What follows belongs to an exercise in optimizing a design on an open flow for small area, a short achievable clock period and few clock cycles; a production flow would make more cautious choices.
Where RTL was checked, it was by simulation tests only, not by an equivalence proof against the original.
Power is estimated from default activity; no workload was simulated.

==> wip/willow <==
## cpu_design
module cpu_design (reset, clock, write_read, M_address, M_data_in, M_data_out, overflow, status);
==> module cpu_design, before the edit <==
module cpu_design (reset, clock, write_read, M_address, M_data_in, M_data_out, overflow, status);
input reset, clock;
input [7:0] M_data_in;
output write_read, overflow;
output [7:0] M_data_out;
output [11:0] M_address;
output [2:0] status;
reg [11:0] MAR, PC;
reg [7:0] IR;
reg [7:0] R0, R1, R2, R3;
reg ovf;
reg st_e, st_tj, st_tr, st_tw, st_h;
wire [3:0] op = IR[7:4];
wire [1:0] rd_i = IR[3:2];
wire [1:0] rs_i = IR[1:0];
wire op_ld   = op == 4'd1;
wire op_add  = op == 4'd3;
wire op_sub  = op == 4'd4;
wire op_swap = op == 4'd10;
wire op_jmp  = op == 4'd11;
wire op_jz   = op == 4'd12;
wire op_rd   = op == 4'd13;
wire op_wr   = op == 4'd14;
wire op_stop = op == 4'd15;
wire op_two  = op_jmp | op_jz | op_rd | op_wr;
wire op_alu  = (op >= 4'd2) && (op <= 4'd10);
reg [7:0] rd, rs;
always @(*) begin
	case (rd_i)
		2'd0: rd = R0;
		2'd1: rd = R1;
		2'd2: rd = R2;
		default: rd = R3;
	endcase
	case (rs_i)
		2'd0: rs = R0;
		2'd1: rs = R1;
		2'd2: rs = R2;
		default: rs = R3;
	endcase
end
wire [9:0] sum_c = {1'b0, rd, 1'b1} + {1'b0, rs ^ {8{op_sub}}, op_sub};
wire [8:0] sum = sum_c[9:1];
wire f8 = sum[8] ^ op_sub;
wire f7 = sum[7];
reg [7:0] res;
always @(*) begin
	case (op)
		4'd3, 4'd4: res = sum[7:0];
		4'd5: res = rd & rs;
		4'd6: res = rd | rs;
		4'd7: res = rd ^ rs;
		4'd8: res = {1'b0, rd[7:1]};
		4'd9: res = {rd[6:0], 1'b0};
		default: res = rs;   
	endcase
end
wire r0z = (R0 == 8'd0);
wire st_b = ~(st_e | st_tj | st_tr | st_tw | st_h);
wire e_two = st_e & op_two;
wire go_t = e_two & ~(op_jz & ~r0z);
wire fetch = st_b | (st_e & ~op_two & ~op_stop) | st_tj;
wire wr0 = st_tr | st_e & (op_ld | op_alu & (rd_i == 2'd0) | op_swap & (rs_i == 2'd0));
wire r0_nz_next = ~wr0 & ~r0z
	| st_e & op_ld & (|IR[3:0])
	| st_e & (op == 4'd8) & (rd_i == 2'd0) & (|R0[7:1])
	| st_e & (op == 4'd9) & (rd_i == 2'd0) & (|R0[6:0]);
wire skip = fetch & r0_nz_next & (M_data_in[7:4] == 4'd12);
wire [10:0] mar_hi_inc = MAR[11:1] + 11'd1;
wire [11:0] mar_inc = {MAR[0] ? mar_hi_inc : MAR[11:1], ~MAR[0]};
wire [11:0] mar_next = {(MAR[0] | skip) ? mar_hi_inc : MAR[11:1], MAR[0] ^ ~skip};
assign M_address = MAR;
assign M_data_out = R0;
assign write_read = st_tw;
assign overflow = ovf;
assign status = {1'b0, st_tw, st_tw | st_h};
wire wr_alu = st_e & op_alu;
wire wr_sw  = st_e & op_swap;
always @(posedge clock or negedge reset) begin
	if (!reset) begin
		MAR <= 12'd0;
		st_e <= 1'b0;
		st_tj <= 1'b0;
		st_tr <= 1'b0;
		st_tw <= 1'b0;
		st_h <= 1'b0;
		ovf <= 1'b0;
		R0 <= 8'd0;
		R1 <= 8'd0;
		R2 <= 8'd0;
		R3 <= 8'd0;
	end else begin
		if (go_t)
			MAR <= {IR[3:0], M_data_in};
		else if (st_tr | st_tw)
			MAR <= PC;
		else
			MAR <= mar_next;
		st_e <= fetch & ~skip;
		st_tj <= go_t & (op_jmp | op_jz);
		st_tr <= go_t & op_rd;
		st_tw <= go_t & op_wr;
		if (st_e & op_stop)
			st_h <= 1'b1;
		if (st_e & (op_add | op_sub))
			ovf <= f8 ^ f7;
		if (st_tr) R0 <= M_data_in;
		else if (st_e & op_ld) R0 <= {4'd0, IR[3:0]};
		else if (wr_alu & (rd_i == 2'd0)) R0 <= res;
		else if (wr_sw & (rs_i == 2'd0)) R0 <= rd;
		if (wr_alu & (rd_i == 2'd1)) R1 <= res;
		else if (wr_sw & (rs_i == 2'd1)) R1 <= rd;
		if (wr_alu & (rd_i == 2'd2)) R2 <= res;
		else if (wr_sw & (rs_i == 2'd2)) R2 <= rd;
		if (wr_alu & (rd_i == 2'd3)) R3 <= res;
		else if (wr_sw & (rs_i == 2'd3)) R3 <= rd;
	end
end
always @(posedge clock) begin
	IR <= M_data_in;
	PC <= mar_inc;   
end
endmodule
==> flow/config.mk <==
export PLATFORM = sky130hd
export DESIGN_NAME = cpu_design
export DESIGN_NICKNAME = cpu_design
export VERILOG_FILES = /design/flow/design.v
export SDC_FILE = /design/flow/constraint.sdc
export NUM_CORES = 4
export LEC_CHECK = 0
export CAP_MARGIN = 20
export CORE_MARGIN = 2
export CORE_UTILIZATION = 40
export SETUP_SLACK_MARGIN = 5
export SLEW_MARGIN = 20
==> flow/constraint.sdc <==
create_clock -name core_clock -period 8.0 [get_ports {clock}]
set_input_delay 1.6000 -clock core_clock [delete_from_list [all_inputs] [get_ports {clock}]]
set_output_delay 1.6000 -clock core_clock [all_outputs]
set_load 0.01 [all_outputs]
standard.sh (not shown) runs the stock make flow with config.mk's settings and CLKGATE_MAP_FILE= SYNTH_SCRIPT=/design/flow/synth_recipe.tcl, a recipe that flattens the netlist after the stock synthesis.
==> flow/flow/run.sh <==
#!/bin/bash
set -euo pipefail
here=$(cd "$(dirname "$0")" && pwd)
source "$here/params.sh"
bash standard.sh SETUP_SLACK_MARGIN=$MARGIN \
  "BUFFER_PORTS_ARGS=-buffer_cell $PORT_BUF" finish > make.log 2>&1
==> flow/flow/params.sh <==
MARGIN=5.6
PORT_BUF=sky130_fd_sc_hd__buf_2
==> wip/onyx: changes against wip/willow <==
--- a/flow/design.v
+++ b/flow/design.v
@@ -40,19 +40,29 @@
 	endcase
 end
-wire [9:0] sum_c = {1'b0, rd, 1'b1} + {1'b0, rs ^ {8{op_sub}}, op_sub};
-wire [8:0] sum = sum_c[9:1];
-wire f8 = sum[8] ^ op_sub;
-wire f7 = sum[7];
-reg [7:0] res;
+wire [7:0] bb = rs ^ {8{op_sub}};
+wire [8:0] lo_c = {1'b0, rd[6:0], 1'b1} + {1'b0, bb[6:0], op_sub};
+wire c7 = lo_c[8];
+wire [7:0] sum = {rd[7] ^ bb[7] ^ c7, lo_c[7:1]};
+wire ovf_f = op_sub ^ (c7 ? ~(rd[7] & bb[7]) : (rd[7] | bb[7]));
+reg [3:0] lut;
 always @(*) begin
 	case (op)
-		4'd3, 4'd4: res = sum[7:0];
-		4'd5: res = rd & rs;
-		4'd6: res = rd | rs;
-		4'd7: res = rd ^ rs;
-		4'd8: res = {1'b0, rd[7:1]};
-		4'd9: res = {rd[6:0], 1'b0};
-		default: res = rs;   
+		4'd5: lut = 4'b1000;
+		4'd6: lut = 4'b1110;
+		4'd7: lut = 4'b0110;
+		default: lut = 4'b1010;   
 	endcase
+end
+wire sel_sum = op_add | op_sub;
+wire sel_shr = op == 4'd8;
+wire sel_shl = op == 4'd9;
+reg [7:0] res;
+integer bi;
+always @(*) begin
+	for (bi = 0; bi < 8; bi = bi + 1)
+		res[bi] = lut[{rd[bi], rs[bi]}];
+	if (sel_shr) res = {1'b0, rd[7:1]};
+	if (sel_shl) res = {rd[6:0], 1'b0};
+	if (sel_sum) res = sum[7:0];
 end
 wire r0z = (R0 == 8'd0);
@@ -104,5 +114,5 @@
 			st_h <= 1'b1;
 		if (st_e & (op_add | op_sub))
-			ovf <= f8 ^ f7;
+			ovf <= ovf_f;
 		if (st_tr) R0 <= M_data_in;
 		else if (st_e & op_ld) R0 <= {4'd0, IR[3:0]};
==> flow/flow/run.sh (replaced) <==
#!/bin/bash
set -euo pipefail
here=$(cd "$(dirname "$0")" && pwd)
source "$here/params.sh"
args=(SETUP_SLACK_MARGIN=$MARGIN "BUFFER_PORTS_ARGS=-buffer_cell $PORT_BUF")
if [[ -n "${CTS_ARGS:-}" ]]; then args+=("CTS_ARGS=$CTS_ARGS"); fi
if [[ -n "${EXTRA:-}" ]]; then args+=($EXTRA); fi
bash standard.sh "${args[@]}" finish > make.log 2>&1
==> flow/flow/params.sh (replaced) <==
MARGIN=4.8
PORT_BUF=sky130_fd_sc_hd__buf_1
CTS_ARGS="-sink_clustering_enable -repair_clock_nets -sink_clustering_size 30 -buf_list sky130_fd_sc_hd__clkbuf_8 -dont_use_dummy_load"
EXTRA="SKIP_GATE_CLONING=1"
- ABC_AREA: default -> 1
- CORE_UTILIZATION: 40 -> 65
- CTS_BUF_LIST: default -> sky130_fd_sc_hd__clkbuf_8
- CTS_CLUSTER_SIZE: default -> 30
==> wip/tundra: changes against wip/willow <==
--- a/flow/design.v
+++ b/flow/design.v
@@ -44,15 +44,24 @@
 wire f8 = sum[8] ^ op_sub;
 wire f7 = sum[7];
-reg [7:0] res;
+reg [3:0] lut;
 always @(*) begin
 	case (op)
-		4'd3, 4'd4: res = sum[7:0];
-		4'd5: res = rd & rs;
-		4'd6: res = rd | rs;
-		4'd7: res = rd ^ rs;
-		4'd8: res = {1'b0, rd[7:1]};
-		4'd9: res = {rd[6:0], 1'b0};
-		default: res = rs;   
+		4'd5: lut = 4'b1000;
+		4'd6: lut = 4'b1110;
+		4'd7: lut = 4'b0110;
+		default: lut = 4'b1010;   
 	endcase
+end
+wire sel_sum = op_add | op_sub;
+wire sel_shr = op == 4'd8;
+wire sel_shl = op == 4'd9;
+reg [7:0] res;
+integer bi;
+always @(*) begin
+	for (bi = 0; bi < 8; bi = bi + 1)
+		res[bi] = lut[{rd[bi], rs[bi]}];
+	if (sel_shr) res = {1'b0, rd[7:1]};
+	if (sel_shl) res = {rd[6:0], 1'b0};
+	if (sel_sum) res = sum[7:0];
 end
 wire r0z = (R0 == 8'd0);
@@ -67,7 +76,7 @@
 	| st_e & (op == 4'd9) & (rd_i == 2'd0) & (|R0[6:0]);
 wire skip = fetch & r0_nz_next & (M_data_in[7:4] == 4'd12);
-wire [10:0] mar_hi_inc = MAR[11:1] + 11'd1;
-wire [11:0] mar_inc = {MAR[0] ? mar_hi_inc : MAR[11:1], ~MAR[0]};
-wire [11:0] mar_next = {(MAR[0] | skip) ? mar_hi_inc : MAR[11:1], MAR[0] ^ ~skip};
+wire [11:0] base = (st_tr | st_tw) ? PC : MAR;
+wire [10:0] base_hi_inc = base[11:1] + 11'd1;
+wire [11:0] seq_next = {(base[0] | skip) ? base_hi_inc : base[11:1], base[0] ^ ~skip};
 assign M_address = MAR;
 assign M_data_out = R0;
@@ -93,8 +102,6 @@
 		if (go_t)
 			MAR <= {IR[3:0], M_data_in};
-		else if (st_tr | st_tw)
-			MAR <= PC;
 		else
-			MAR <= mar_next;
+			MAR <= seq_next;
 		st_e <= fetch & ~skip;
 		st_tj <= go_t & (op_jmp | op_jz);
@@ -119,5 +126,5 @@
 always @(posedge clock) begin
 	IR <= M_data_in;
-	PC <= mar_inc;   
+	PC <= MAR;   
 end
 endmodule
==> flow/flow/run.sh (replaced) <==
#!/bin/bash
set -euo pipefail
here=$(cd "$(dirname "$0")" && pwd)
source "$here/params.sh"
args=(SETUP_SLACK_MARGIN=$MARGIN "BUFFER_PORTS_ARGS=-buffer_cell $PORT_BUF")
if [[ -n "${CTS_ARGS:-}" ]]; then args+=("CTS_ARGS=$CTS_ARGS"); fi
bash standard.sh "${args[@]}" finish > make.log 2>&1
==> flow/flow/params.sh (replaced) <==
MARGIN=5
PORT_BUF=sky130_fd_sc_hd__buf_1
CTS_ARGS="-sink_clustering_enable -repair_clock_nets -sink_clustering_size 30 -buf_list sky130_fd_sc_hd__clkbuf_8 -dont_use_dummy_load"
- CORE_UTILIZATION: 40 -> 75
- CTS_BUF_LIST: default -> sky130_fd_sc_hd__clkbuf_8
- CTS_CLUSTER_SIZE: default -> 30
==> notes <==
- In flip-flop and latch count, wip/willow and wip/onyx do not differ.
- Non-clock buffer count: wip/willow > wip/tundra > wip/onyx.
- Against wip/onyx, the critical path depth of wip/tundra is lower by 4.
- Wire length: wip/onyx < wip/tundra < wip/willow.
- Clock power, lowest first: wip/onyx, wip/tundra, wip/willow.
- The lowest area after synthesis belongs to wip/tundra, the highest to wip/willow.
- Against wip/onyx, the worst hold slack of wip/tundra is worse by 0.12 ns.
- The highest worst setup slack belongs to wip/onyx, the lowest to wip/tundra.
- Power: wip/tundra is higher than wip/onyx (23%).
Testbench counts of wip/willow, summed over its fixed seeds: cycles 245,097.
Testbench counts of wip/onyx, summed over its fixed seeds: cycles 245,097.
No functional check of the RTL was part of wip/tundra.

-- afterwards: timing with drivers on the ports --
How much do the figures lean on ideal ports? The routed layouts below were timed once more, with nothing changed but the port constraints. Step 1 assumes that a clkbuf_16 drives the clock port and a buf_2 every other input. Step 2 moves the port delays by t, midway between the first and last clock arrival at a register: inputs arrive t later, outputs are due t later. That takes back most of the time a late clock gives input paths. a / b / c = ideal / step 1 / step 2; a / b = the first two.
| run | shift t [ns] | slack for setup (ns) | hold slack, ns | latest minus earliest clock arrival (ns) |
|---|---|---|---|---|
| wip/willow | 0.376 | 4.944 / 4.944 / 4.696 | 0.528 / 0.528 / 0.528 | 0.003 / 0.003 |
| wip/onyx | 0.369 | 5.043 / 5.043 / 4.738 | 0.500 / 0.500 / 0.500 | 0.023 / 0.023 |
| wip/tundra | 0.384 | 4.825 / 4.825 / 4.464 | 0.378 / 0.378 / 0.378 | 0.035 / 0.034 |
After both steps setup and hold are still met in every run listed. The setup slack of wip/tundra, which loses most, moves by 0.000 ns with the drivers and by -0.361 ns with both steps.
